This is an optimization exercise on Yosys and OpenROAD, whose aim is small area, not a production implementation. No run shown here included a check of the RTL's function; only the layout flow was run. Power figures rest on the tool's default switching activity, not on a simulated workload.

==> flow/design.v <==
module sdram_controller (
        input   clk,
        input   rst,
        output  sdram_cle,
        output  sdram_cs,
        output  sdram_cas,
        output  sdram_ras,
        output  sdram_we,
        output  sdram_dqm,
        output  [1:0]  sdram_ba,
        output  [15:0] sdram_a,
        input   [31:0] sdram_dqi,
        output  [31:0] sdram_dqo,
        input   [24:0] user_addr,
        input   rw,
        input   [31:0] data_in,
        output  [31:0] data_out,
        output  busy,
        input   in_valid,
        output  out_valid
    );
    localparam INIT  = 4'd0,
               IDLE  = 4'd1,
               PREF  = 4'd2,    
               WPREF = 4'd3,
               REF   = 4'd4,
               WREF  = 4'd5,    
               PREB  = 4'd6,    
               WPREB = 4'd7,
               ACT   = 4'd8,
               WACT  = 4'd9,
               READ  = 4'd10,
               WREAD = 4'd11,
               RR    = 4'd12,   
               WRR   = 4'd13,   
               WRITE = 4'd14;
    reg [3:0] st, st_d;
    reg [3:0] ctr, ctr_d;
    reg        ready;
    reg        saved_rw;
    reg [24:0] saved_addr;
    reg [31:0] saved_data;
    reg        rw_op;
    reg [24:0] addr_q;
    reg [31:0] data_q;
    reg [3:0]  row_open, row_open_d;
    reg [11:0] row_addr [0:3];
    reg [9:0]  rcnt;
    reg        rflag;
    reg        ras_q, cas_q, we_q;
    reg [1:0]  ba_q;
    reg [13:0] a_q;
    reg        dq_en_q;
    reg        cle_q;
    reg        ovx_q;
    reg [31:0] dqi_q, dt_q;
    reg [24:0] exp_q;
    wire s_init  = st == INIT;
    wire s_idle  = st == IDLE;
    wire s_pref  = st == PREF;
    wire s_ref   = st == REF;
    wire s_preb  = st == PREB;
    wire s_act   = st == ACT;
    wire s_read  = st == READ;
    wire s_wread = st == WREAD;
    wire s_rr    = st == RR;
    wire s_wrr   = st == WRR;
    wire s_write = st == WRITE;
    wire ctr0    = ctr == 4'd0;
    wire w_open  = s_wrr && ctr == 4'd10;
    wire w_cmp   = s_wrr && ctr >= 4'd3 && ctr <= 4'd9;
    wire hm      = s_wrr && ctr >= 4'd2 && ctr <= 4'd9;
    wire match   = user_addr == exp_q;
    wire ack     = w_open || (w_cmp && match);
    assign out_valid = ovx_q | ack;
    assign busy      = !ready;
    assign data_out  = dt_q;
    assign sdram_dqo = dq_en_q ? data_q : 32'd0;
    assign sdram_cle = cle_q;
    assign sdram_cs  = 1'b0;
    assign sdram_dqm = 1'b0;
    assign sdram_ras = ras_q;
    assign sdram_cas = cas_q;
    assign sdram_we  = we_q;
    assign sdram_ba  = ba_q;
    assign sdram_a   = {2'b00, a_q};
    wire [1:0]  sbank  = saved_addr[12:11];
    wire [11:0] srow   = row_addr[sbank];
    wire        rhit   = srow == saved_addr[24:13];
    wire [1:0]  abank  = addr_q[12:11];
    always @* begin
        st_d  = st;
        ctr_d = ctr - 4'd1;
        case (st)
            INIT:  begin st_d = WREF; ctr_d = 4'd0; end
            IDLE:  begin
                if (rflag) st_d = PREF;
                else if (!ready) begin
                    if (row_open[sbank]) begin
                        if (rhit) st_d = saved_rw ? WRITE : READ;
                        else st_d = PREB;
                    end else st_d = ACT;
                end
            end
            PREF:  begin st_d = WPREF; ctr_d = 4'd2; end
            WPREF: if (ctr0) st_d = REF;
            REF:   begin st_d = WREF; ctr_d = 4'd6; end
            WREF:  if (ctr0) st_d = IDLE;
            PREB:  begin st_d = WPREB; ctr_d = 4'd2; end
            WPREB: if (ctr0) st_d = ACT;
            ACT:   begin st_d = WACT; ctr_d = 4'd2; end
            WACT:  if (ctr0) st_d = rw_op ? WRITE : READ;
            READ:  begin st_d = WREAD; ctr_d = 4'd2; end
            WREAD: if (ctr0) st_d = RR;
            RR:    begin st_d = WRR; ctr_d = 4'd10; end
            WRR:   if (ctr0) st_d = IDLE;
            WRITE: st_d = IDLE;
            default: st_d = INIT;
        endcase
        if (rst) st_d = INIT;
        row_open_d = row_open;
        if (s_init || s_pref) row_open_d = 4'd0;
        if (s_act)  row_open_d[abank] = 1'b1;
        if (s_preb) row_open_d[abank] = 1'b0;
    end
    always @(posedge clk) begin
        st  <= st_d;
        ctr <= ctr_d;
        if (rst) ready <= 1'b0;
        else if (s_init || s_wread || (s_idle && !rflag && !ready)) ready <= 1'b1;
        else if (in_valid && !hm) ready <= 1'b0;
        if ((ready && in_valid) || ack) begin
            saved_rw   <= rw;
            saved_addr <= user_addr;
            saved_data <= data_in;
        end
        if (s_idle) begin
            rw_op  <= saved_rw;
            addr_q <= saved_addr;
            data_q <= saved_data;
        end
        row_open <= row_open_d;
        if (s_act) row_addr[abank] <= addr_q[24:13];
        if (s_init) begin
            rcnt  <= 10'd1;
            rflag <= 1'b0;
        end else begin
            if (rcnt > 10'd750) rcnt <= 10'd0;
            else rcnt <= rcnt + 10'd1;
            if (s_idle && rflag) rflag <= 1'b0;
            else if (rcnt > 10'd750) rflag <= 1'b1;
        end
        ras_q <= !(s_act || s_pref || s_preb || s_ref);
        cas_q <= !(s_read || s_write || s_ref);
        we_q  <= !(s_write || s_pref || s_preb);
        ba_q  <= (s_act || s_read || s_write || s_preb) ? abank : 2'd0;
        a_q   <= s_init ? 14'h0022 :
                 s_act ? {2'b00, addr_q[24:13]} :
                 (s_read || s_write) ? {1'b0, addr_q[10:0], 2'b00} :
                 s_pref ? 14'h2000 : 14'd0;
        dq_en_q <= !rst && s_write;
        cle_q   <= !rst && (cle_q || s_init);
        ovx_q   <= s_rr || (s_wrr && ctr == 4'd3);
        dqi_q <= sdram_dqi;
        dt_q  <= (!rst && (s_rr || (s_wrr && ctr >= 4'd4))) ? dqi_q : 32'd0;
        exp_q[24:2] <= (w_open ? user_addr[24:2] : exp_q[24:2]) + 23'd1;
        if (w_open) exp_q[1:0] <= user_addr[1:0];
    end
endmodule
==> flow/run.sh <==
#!/bin/bash
# synth_recipe.tcl (not shown) runs the flow's synth.tcl, then flattens the netlist and writes it again
# the make line also repeats each setting of config.mk as NAME=value (left out here)
make -C /OpenROAD-flow-scripts/flow DESIGN_CONFIG=/design/flow/config.mk WORK_HOME=/design/flow/orfs CLKGATE_MAP_FILE= SYNTH_SCRIPT=/design/flow/synth_recipe.tcl finish
==> flow/config.mk <==
export PLATFORM = sky130hd
export DESIGN_NAME = sdram_controller
export DESIGN_NICKNAME = sdram_controller
export VERILOG_FILES = /design/flow/design.v
export SDC_FILE = /design/flow/constraint.sdc
export NUM_CORES = 4
export LEC_CHECK = 0
export CAP_MARGIN = 20
export CORE_MARGIN = 2
export CORE_UTILIZATION = 40
export SLEW_MARGIN = 20
==> flow/constraint.sdc <==
create_clock -name core_clock -period 10.0 [get_ports {clk}]
set_input_delay 2.0000 -clock core_clock [delete_from_list [all_inputs] [get_ports {clk}]]
set_output_delay 2.0000 -clock core_clock [all_outputs]
set_load 0.01 [all_outputs]
==> results of run 1 <==
==> cell usage after synthesis (10+ instances only) <==
library cell	n	area share (%)
a21oi_1	25	1.1
mux2i_1	21	1.9
nand4_1	11	0.63
clkbuf_1	17	0.58
a22o_1	11	0.88
nor2_1	37	1.3
and2_1	71	4.0
mux4_1	12	2.9
xor2_1	47	3.7
inv_1	14	0.48
dfxtp_1	135	25
o21ai_0	11	0.50
and3_1	10	0.57
edfxtp_1	166	45
nand2_1	20	0.68
nand3_1	27	1.2
xnor2_1	28	2.2
==> final timing paths <==
| kind | start | end | slack (ns) | cells past startpoint |
|---|---|---|---|---|
| max | user_addr[6] | out_valid | 3.67 | 7 |
| min | saved_data[21] | data_q[21] | 0.42 | 0 |
| max reg2reg | st[2] | exp_q[24] | 6.36 | 10 |
| min reg2reg | saved_data[21] | data_q[21] | 0.42 | 0 |
==> per-layer routing <==
layer	wire length, um	track usage [%]
met1	10600	22.3
met2	11200	26.9
met3	1280	3.45
met4	480	4.72
met5	0	0
==> where the power goes <==
group	total [mW]	switching, mW	internal, mW
combinational	0.582	0.325	0.258
sequential	1.73	0.155	1.58
clock	1.13	0.460	0.672
==> worst max-delay path: cells and delay by family <==
family	cells	cell delay, ns
compound gates	1	0.34
xor+xnor	1	0.20
simple gates	3	0.73
buf+inv	2	1.06
==> cell usage in the layout (no fill, tap or decap), types with 8 or more instances in the layout <==
cell type	count
a22o_1	11
and3_1	10
xnor2_1	28
mux4_1	12
nor4_1	8
a21oi_1	25
o21ai_0	11
xor2_1	47
nor3_1	8
a31oi_1	8
nor2_1	36
and2_1	71
clkbuf_16	32
nand2_1	20
dfxtp_1	135
inv_1	13
nand4_1	11
mux2i_1	21
buf_4	8
clkdlybuf4s50_1	178
edfxtp_1	166
nand3_1	27
==> metrics by stage <==
| step | total power, mW | area [um2] | hold WS [ns] | setup WS, ns |
|---|---|---|---|---|
| CTS | 3.48 | 14100 | 0.414 | 3.58 |
| floorplan | 2.09 | 11000 | 0.400 | 5.17 |
| global placement | 2.33 | 13100 | 0.400 | 3.61 |
| finish | 3.45 | 14100 | 0.415 | 3.67 |
| detailed placement | 2.34 | 13100 | 0.405 | 3.59 |
| global route | 3.62 | 14100 | 0.422 | 3.52 |
==> area by class of cell <==
type	count	area, um2	share of cell area, %
Inverter	16	60.1	0.425
Tap cell	341	427	3.02
Clock buffer	43	893	6.32
Timing Repair Buffer	186	1840	13.0
Clock inverter	14	121	0.858
Sequential cell	301	7690	54.3
Multi-Input combinational cell	425	3110	22.0
==> cells by family after synthesis <==
group                      after synthesis
DFF                                    301
and+or+nand+nor                        218
AOI/OAI and AO/OA                       84
xor gates and xnor gates                75
buffers and inverters                   47
muxes                                   37
adders and majority gates                7
other                                    1
==> state kept, by name (all words and copies together) (netlist names), named ones only <==
register,count
st,4
ba_q,2
ctr,4
we_q,1
row_open,4
saved_addr,25
ras_q,1
addr_q,25
saved_data,32
data_q,32
rflag,1
ovx_q,1
dqi_q,32
exp_q,25
row_addr,48
rcnt,10
rw_op,1
saved_rw,1
dt_q,32
dq_en_q,1
cas_q,1
a_q,14
cle_q,1
ready,1
==> impl_metrics.ini, run 1 <==
[run_status]
outcome = timing/DRC/antenna clean

[synth]
ys_seq_area_share_pct = 69.9
netlist_area_um2 = 11000
synth_xor_area_share_pct = 5.98
synthMuxAreaShare_pct = 5.29
synth-edff-count = 166
ys_types = 59
asyncSetResetFlopFracSynth_pct = 0
synth_area_per_cell_um2 = 14.3
synth_top_family_by_area = simple AND/OR/NAND/NOR gates
yosys_warnings = 1
synthAdderAreaFrac_pct = 0.797
synth_top_flop_cell = edfxtp_1
synth_compound_area_share_pct = 5.04
yosys.area_share.simple_pct = 11.0
synth-seq-cells = 301
postSynthCellCount = 770

[timing]
finalSetupTns_ns = 0
worst_pin_slew_ns = 1.05
finalCriticalPeriod_ns = 6.33
relSlewSlack_pct = 29.7
finalSetupViolations = 0
fmax_mhz = 158
hold_viol = 0
rsz0062_at_grt = no
clock_skew_ns = 0.00917
period_share_pct = 63.3
drv_slew = 0

[cells_and_area]
diodes = 0
drive_gt1_share_pct = 7.11
fill_cells = 2280
post-route-util_pct = 52.5
nets = 1061
syn_to_final_growth_pct = 28.7
instances_no_fill = 1326

[setup_path]
slowest_stage = clkdlybuf4s50_1
crit_top_cell = clkdlybuf4s50_1
crit_path_end_kind = output port
path_class = input port to output port
cpPeakStageDelay_ns = 0.54
path_max_fanout = 5
cp_cell_sequence = clkdlybuf4s50_1 > xor2_1 > nor4_1 > nand4_1 > o21ai_0 > or2_2 > clkdlybuf4s50_1
critPathRequiredTime_ns = 8.00
start_kind = input port
arrival_ns = 4.33

[power]
p_leak_nw = 5.06
p_per_area_nw_per_um2 = 244
vdd_ir_drop_max_v = 0.000126

[detailed_routing]
drt_first_iter_violations = 383
first_pass_iters = 5
ant_nets = 0
detail_route.wl_per_cell_um = 17.7
drc = 0
routed_via_density = 4.92
vias = 6528
wl_mm = 23.5

[cts]
h-tree-depth = 1
clock_latency_ns = 0.54
clk_pin_slew_worst_paths_ns = 0.06
cts_sinks = 301
clock-root-buffer = clkbuf_16
cts_tree = done
post_cts_resized = 0
holdBufCountCts = 0
cts_buffer_depth = 3
cts_made_buffers = 31
post_cts_buffers = 0

[grt]
track_usage_pct = 16.5
antenna_found_initial = 0
grt_max_degree = 59
grt_pass1_wl_mm = 36.7
grt_pass1_vias = 6530
grt-ovfl-total = 0

[place]
gp_congestion = 0.807
post-dp-hpwl_mm = 16.1
port_buffers = 178
dp_cells = 1268

[die]
die_area_um2 = 28800
io_pins = 183
die_y_um = 170
rows = 60
die_w_um = 170
initial_utilization_pct = 40.8
coreArea_um2 = 27000

[flow_run]
maxCapViolations = 0

[worst_hold_path]
hold_path.class = flip-flop to flip-flop
==> run 2, diff against run 1 <==
--- a/flow/config.mk
+++ b/flow/config.mk
@@ -5,6 +5,7 @@
 export SDC_FILE = /design/flow/constraint.sdc
 export NUM_CORES = 4
 export LEC_CHECK = 0
+export ABC_AREA = 1
 export CAP_MARGIN = 20
 export CORE_MARGIN = 2
 export CORE_UTILIZATION = 40
==> run 2 against run 1 <==
Still clean. Wire length is 5.1% higher. Utilization barely moved. Sequential power shrank 2%. Critical path type unchanged. Largest cell class unchanged.
==> impl_metrics.ini, run 2 <==
[setup_path]
path_class = input port to output port
crit_family = buffers and inverters
cp-startpoint = user_addr[5]
slowest_stage = nor4_1
rr_worst_depth = 9
arrival_ns = 4.31
timing.rr.start = ctr[0]
cp_cell_sequence = clkdlybuf4s50_1 > xor2_1 > nor4_1 > nand2_1 > nor2_1 > a21oi_1 > nand2_1 > clkdlybuf4s50_1
crit_path_end_kind = output port
critPathRequiredTime_ns = 8.00
path_max_fanout = 4
start_kind = input port
critical_path_depth = 8
cpPeakStageDelay_ns = 0.62
r2r_slack_ns = 7.00
path_buf_inv = 2

[grt]
grt_max_degree = 61
grt_pass1_wl_mm = 37.7
track_usage_pct = 16.7
grt-ovfl-total = 0
grt_pass1_vias = 6968
antenna_found_initial = 1

[power]
p_per_area_nw_per_um2 = 242
p_sw_share_pct = 27.9
comb_power_share_pct = 18.5
internal-power_mw = 2.54
p_leak_nw = 6.13
vdd_ir_drop_max_v = 0.000148
power.switching_mw = 0.982
total_power_mw = 3.52
sequentialPowerShare_pct = 47.9
p_clk_share_pct = 33.6

[flow_run]
maxCapViolations = 0

[die]
initial_utilization_pct = 40.5
die_area_um2 = 29400
io_pins = 183
die_w_um = 171
coreArea_um2 = 27700
die_y_um = 171
rows = 61

[detailed_routing]
routed_via_density = 4.48
drt_first_iter_violations = 405
first_pass_iters = 5
detail_route.wl_per_cell_um = 15.1
vias = 7333
drc = 0
ant_nets = 0
wl_mm = 24.7

[synth]
yosys.cell_count.top_type = nand2_1
asyncSetResetFlopFracSynth_pct = 0
synth_common_cells = 233 x nand2_1, 166 x edfxtp_1, 153 x inv_1
ys_seq_area_share_pct = 68.5
yosys_warnings = 1
synth-seq-cells = 301
synth_top_cell_by_area = edfxtp_1
post-synth-top-area-fraction_pct = 44.4
synth_area_per_cell_um2 = 10.9
netlist_area_um2 = 11200
synth-edff-count = 166
synth_top_flop_cell = edfxtp_1
ys_types = 44
synth_area_leaders = edfxtp_1 44%, dfxtp_1 24%, nand2_1 7.8%, inv_1 5.1%, xor2_1 3.0%
postSynthCellCount = 1032

[timing]
relSlewSlack_pct = 24.5
finalSetupViolations = 0
hold_viol = 0
fmax_mhz = 159
period_share_pct = 63.1
rsz0062_at_grt = no
finalCriticalPeriod_ns = 6.31
finalSetupTns_ns = 0
clock_skew_ns = 0.0221
drv_slew = 0
worst_pin_slew_ns = 1.13

[cts]
cts_buffer_depth = 3
post_cts_buffers = 0
cts_sinks = 301
cts_tree = done
clock_latency_ns = 0.57
post_cts_resized = 0
clock-root-buffer = clkbuf_16
holdBufCountCts = 0
clk_pin_slew_worst_paths_ns = 0.06
h-tree-depth = 1
cts_made_buffers = 31

[cells_and_area]
instances_no_fill = 1636
design_area_um2 = 14500
drive_gt1_share_pct = 8.04
syn_to_final_growth_pct = 29.5
final_common_cell = nand2_1
largest-register = row_addr
nets = 1333
layout_common_cells = 232 x nand2_1, 178 x clkdlybuf4s50_1, 166 x edfxtp_1
largest_register_ffs = 48

[worst_hold_path]
min_path_cells = 2
hp-start = dqi_q[23]
hold_path.class = flip-flop to flip-flop

[place]
port_buffers = 178
dp_cells = 1578
post-dp-hpwl_mm = 17.3
dpl_cell_area_um2 = 13500
gp_congestion = 0.857

[run_status]
outcome = timing/DRC/antenna clean
==> run 2: power by group through the flow <==
| stage | Sequential, mW | Clock (mW) | Combinational [mW] |
|---|---|---|---|
| after CTS | 1.69 | 1.21 | 0.660 |
| final | 1.69 | 1.18 | 0.653 |
| after detailed placement | 1.71 | 0 | 0.656 |
| after floorplan | 1.69 | 0 | 0.413 |
| after global routing | 1.71 | 1.27 | 0.734 |
| after global placement | 1.70 | 0 | 0.646 |
==> run 2: path summary, 6_finish.rpt <==
path | to
max | out_valid
min | dt_q[23]
max reg2reg | saved_data[2]
min reg2reg | dt_q[23]
==> run 2: per-stage QoR <==
stage                     setup WS [ns]  hold WS [ns]  util (%)
after floorplan                    5.25         0.394         -
after global placement             3.73         0.394      48.5
after detailed placement           3.75         0.398      48.6
after CTS                          3.75         0.405      52.4
after global routing               3.61         0.418      52.5
final                              3.69         0.405      52.5
==> run 2: logic make-up (layout without fill, tap and decap cells) <==
family,Yosys count,count (layout),synth area share [%]
and+or+nand+nor,429,429,16.7
xor gates and xnor gates,50,50,3.90
buffers and inverters,183,404,6.49
DFF,301,301,68.5
adders and majority gates,7,7,0.781
other,1,6,0.0334
AOI/OAI and AO/OA,61,61,3.59
==> run 2: cell type report <==
cell class                 instances  area [um2]
clock buffer                      48         923
timing repair buffer             188        1880
antenna                            2        5.00
fill                            2396       13200
inverter                         160         601
tap                              378         473
clock inverter                     8         144
sequential                       301        7690
multi-input combinational        551        2830
==> run 2: routing by layer <==
| layer | global-route usage [%] | vias up | routed length [um] |
|---|---|---|---|
| li1 | - | 3718 | - |
| met1 | 21.2 | 3409 | 10400 |
| met2 | 29.4 | 176 | 12500 |
| met3 | 3.22 | 30 | 1360 |
| met5 | 0 | - | 0 |
| met4 | 4.46 | 0 | 427 |
==> run 2: worst register-to-register path: stages (launching register included) <==
cell and delay (ns):
dfxtp_1 0.33, inv_1 0.10, ha_1 0.17, inv_1 0.04, nor2_1 0.28, nand2_8 0.22
inv_2 0.31, a21oi_1 0.17, nand2_2 0.40, buf_4 0.59
==> run 3, diff against run 2 <==
==> flow/flow/run.sh (new file) <==
#!/bin/bash
# Standard layout, but with the smallest buffer on every port (buffer_ports -buffer_cell).
set -euo pipefail
bash standard.sh "BUFFER_PORTS_ARGS=-buffer_cell sky130_fd_sc_hd__buf_1" finish > flow_make.log 2>&1
==> flow/standard.sh (new file) <==
#!/bin/bash
# synth_recipe.tcl (not shown) runs the flow's synth.tcl, then flattens the netlist and writes it again
# the make line also repeats each setting of config.mk as NAME=value (left out here)
make -C /OpenROAD-flow-scripts/flow DESIGN_CONFIG=/design/flow/config.mk WORK_HOME=/design/flow/orfs CLKGATE_MAP_FILE= SYNTH_SCRIPT=/design/flow/synth_recipe.tcl "${@:-finish}"
--- a/flow/config.mk
+++ b/flow/config.mk
@@ -5,7 +5,6 @@
 export SDC_FILE = /design/flow/constraint.sdc
 export NUM_CORES = 4
 export LEC_CHECK = 0
-export ABC_AREA = 1
 export CAP_MARGIN = 20
 export CORE_MARGIN = 2
 export CORE_UTILIZATION = 40
removed: flow/run.sh
==> run 3 against run 2 <==
Flip-flop and latch count unchanged. Hold slack better by 0.010 ns. Cell count down 19%. Count of clock-buffer cells in the layout down 9. Global-route usage down 0.96 points. Still clean on timing, DRC and antenna. Non-clock buffer count down 4.
==> impl_metrics.ini, run 3 <==
[run_status]
outcome = timing/DRC/antenna clean

[synth]
synthMuxAreaShare_pct = 5.29
yosys.cell_count.top_type = edfxtp_1
asyncSetResetFlopFracSynth_pct = 0
synth_top_cell_by_area = edfxtp_1
synth_common_cells = 166 x edfxtp_1, 135 x dfxtp_1, 71 x and2_1
synth_area_per_cell_um2 = 14.3
synth_top_family_by_area = simple AND/OR/NAND/NOR gates
netlist_area_um2 = 11000
synth_xor_area_share_pct = 5.98
post-synth-top-area-fraction_pct = 45.4
synth_compound_area_share_pct = 5.04
synth-edff-count = 166
yosys_warnings = 1
ys_types = 59
yosys.area_share.simple_pct = 11.0
synth-seq-cells = 301
synth_top_flop_cell = edfxtp_1
ys_seq_area_share_pct = 69.9
synthAdderAreaFrac_pct = 0.797
synth_area_leaders = edfxtp_1 45%, dfxtp_1 25%, and2_1 4.0%, xor2_1 3.7%, mux4_1 2.9%
postSynthCellCount = 770

[power]
sequentialPowerShare_pct = 51.4
comb_power_share_pct = 15.0
p_sw_share_pct = 27.4
total_power_mw = 3.39
internal-power_mw = 2.46
power.switching_mw = 0.929
vdd_ir_drop_max_v = 0.000159
p_per_area_nw_per_um2 = 260
p_clk_share_pct = 33.6
p_leak_nw = 4.59

[cts]
clk_pin_slew_worst_paths_ns = 0.06
post_cts_resized = 0
post_cts_buffers = 0
h-tree-depth = 1
cts_made_buffers = 30
clock_latency_ns = 0.54
cts_tree = done
clock-root-buffer = clkbuf_16
cts_sinks = 301
holdBufCountCts = 0
cts_buffer_depth = 3

[cells_and_area]
largest-register = row_addr
design_area_um2 = 13000
fill_cells = 2354
post-route-util_pct = 48.3
nets = 1058
drive_gt1_share_pct = 6.43
final_common_cell = buf_1
largest_register_ffs = 48
layout_common_cells = 178 x buf_1, 166 x edfxtp_1, 135 x dfxtp_1
syn_to_final_growth_pct = 18.4

[detailed_routing]
drc = 0
first_pass_iters = 4
ant_nets = 0
wl_mm = 22.8
routed_via_density = 4.88
vias = 6460
detail_route.wl_per_cell_um = 17.2
drt_first_iter_violations = 398

[grt]
grt-ovfl-total = 0
track_usage_pct = 15.8
grt_pass1_wl_mm = 35.7
grt_pass1_vias = 6463
antenna_found_initial = 2
grt_max_degree = 59

[die]
rows = 60
coreArea_um2 = 27000
io_pins = 183
die_area_um2 = 28800
initial_utilization_pct = 40.8
die_w_um = 170
die_y_um = 170

[setup_path]
start_kind = input port
critPathRequiredTime_ns = 8.00
path_class = input port to output port
path_max_fanout = 6
arrival_ns = 3.71
crit_path_end_kind = output port

[timing]
drv_slew = 0
finalSetupViolations = 0
finalSetupTns_ns = 0
rsz0062_at_grt = no
hold_viol = 0
period_share_pct = 57.1
finalCriticalPeriod_ns = 5.71
clock_skew_ns = 0.0111
fmax_mhz = 175
worst_pin_slew_ns = 1.04
relSlewSlack_pct = 29.9

[place]
post-dp-hpwl_mm = 15.7
gp_congestion = 0.838
port_buffers = 178
dpl_cell_area_um2 = 12000

[flow_run]
maxCapViolations = 0

[worst_hold_path]
hold_path.class = flip-flop to flip-flop
[run 3: cell types whose count changed in the layout (fill, tap and decap cells not counted), sizes merged, moves of 14 or more]
cell / change
and2: +71
nand2: -221
nor2: -62
clkdlybuf4s50: -178
xnor2: +16
inv: -146
mux2i: +21
a21oi: +14
nand3: -26
buf: +174
[run 3: power groups by stage]
stage | Sequential (mW) | Combinational (mW) | Clock [mW]
2_1_floorplan | 1.71 | 0.385 | 0
3_3_place_gp | 1.76 | 0.507 | 0
3_5_place_dp | 1.77 | 0.514 | 0
4_1_cts | 1.74 | 0.517 | 1.16
5_1_grt | 1.77 | 0.574 | 1.21
6_report | 1.74 | 0.508 | 1.14
[run 3: per-layer routing]
| metal | GRT usage (%) | routed length (um) | vias up |
|---|---|---|---|
| met5 | 0 | 0 | - |
| met4 | 5.50 | 615 | 0 |
| met3 | 3.17 | 1230 | 42 |
| met2 | 25.9 | 10900 | 158 |
| met1 | 20.9 | 10000 | 3098 |
| li1 | - | - | 3162 |
[run 3: worst paths after layout]
kind | slack [ns] | from | depth (start not counted) | to
setup / recovery | 4.29 | user_addr[12] | 7 | out_valid
hold / removal | 0.42 | saved_data[24] | 0 | data_q[24]
setup reg to reg | 6.26 | st[0] | 10 | exp_q[24]
hold reg to reg | 0.42 | saved_data[24] | 0 | data_q[24]
[run 3: final cells by class]
class                   instances  area [um2]  share of cell area (%)
repair buffers                184         713                    5.48
clock inverters                15         179                    1.37
clock buffers                  39         830                    6.37
well taps                     341         427                    3.28
inverters                      16        60.1                   0.461
multi-input cells             425        3110                    23.9
diodes                          2        5.00                  0.0385
flip-flops and latches        301        7690                    59.1
[run 3: through the flow]
stage               hold slack (ns)  instances  setup slack (ns)
floorplan                     0.400        773              5.17
global placement              0.401       1267              4.32
detailed placement            0.405       1267              4.27
CTS                           0.417       1321              4.27
global route                  0.421       1323              4.17
finish                        0.415       1323              4.29
[run 3: critical path, cell delays in order]
cell and delay (ns):
buf_1 0.32, xor2_1 0.14, nor4_1 0.35, nand4_1 0.14
o21ai_0 0.40, or2_2 0.18, buf_1 0.16
[run 3: logic make-up (layout without fill, tap and decap cells)]
group,Yosys count,after routing
xor+xnor,75,75
fa+ha+maj,7,7
flops,301,301
buf+inv,47,254
simple gates,218,218
mux,37,37
compound gates,84,84
other cells,1,6

-- what the ideal ports hide --
In the flow no input, the clock included, has a driving cell. The finished layouts below were timed again as built, in two steps. Step 1 assumes that a clkbuf_16 drives the clock port and a buf_2 every other input. Step 2 moves the port delays by t, midway between the first and last clock arrival at a register: inputs arrive t later, outputs are due t later. That takes back most of the time a late clock gives input paths. Slacks: ideal / step 1 / step 2; pairs: ideal / step 1.
run	t, ns	setup WS [ns]	hold slack, ns	worst register clock-pin slew, ns	pins driven straight from the clock port
run 1	0.583	3.674 / 3.632 / 3.632	0.415 / 0.415 / 0.415	0.06 / 0.06	1
run 2	0.604	3.692 / 3.665 / 3.665	0.405 / 0.405 / 0.405	0.06 / 0.06	1
run 3	0.581	4.289 / 4.229 / 4.229	0.415 / 0.415 / 0.415	0.07 / 0.07	1
After both steps every run listed still meets setup and hold. The setup slack of run 3, which loses most, moves by -0.060 ns with the drivers and by -0.060 ns with both steps.
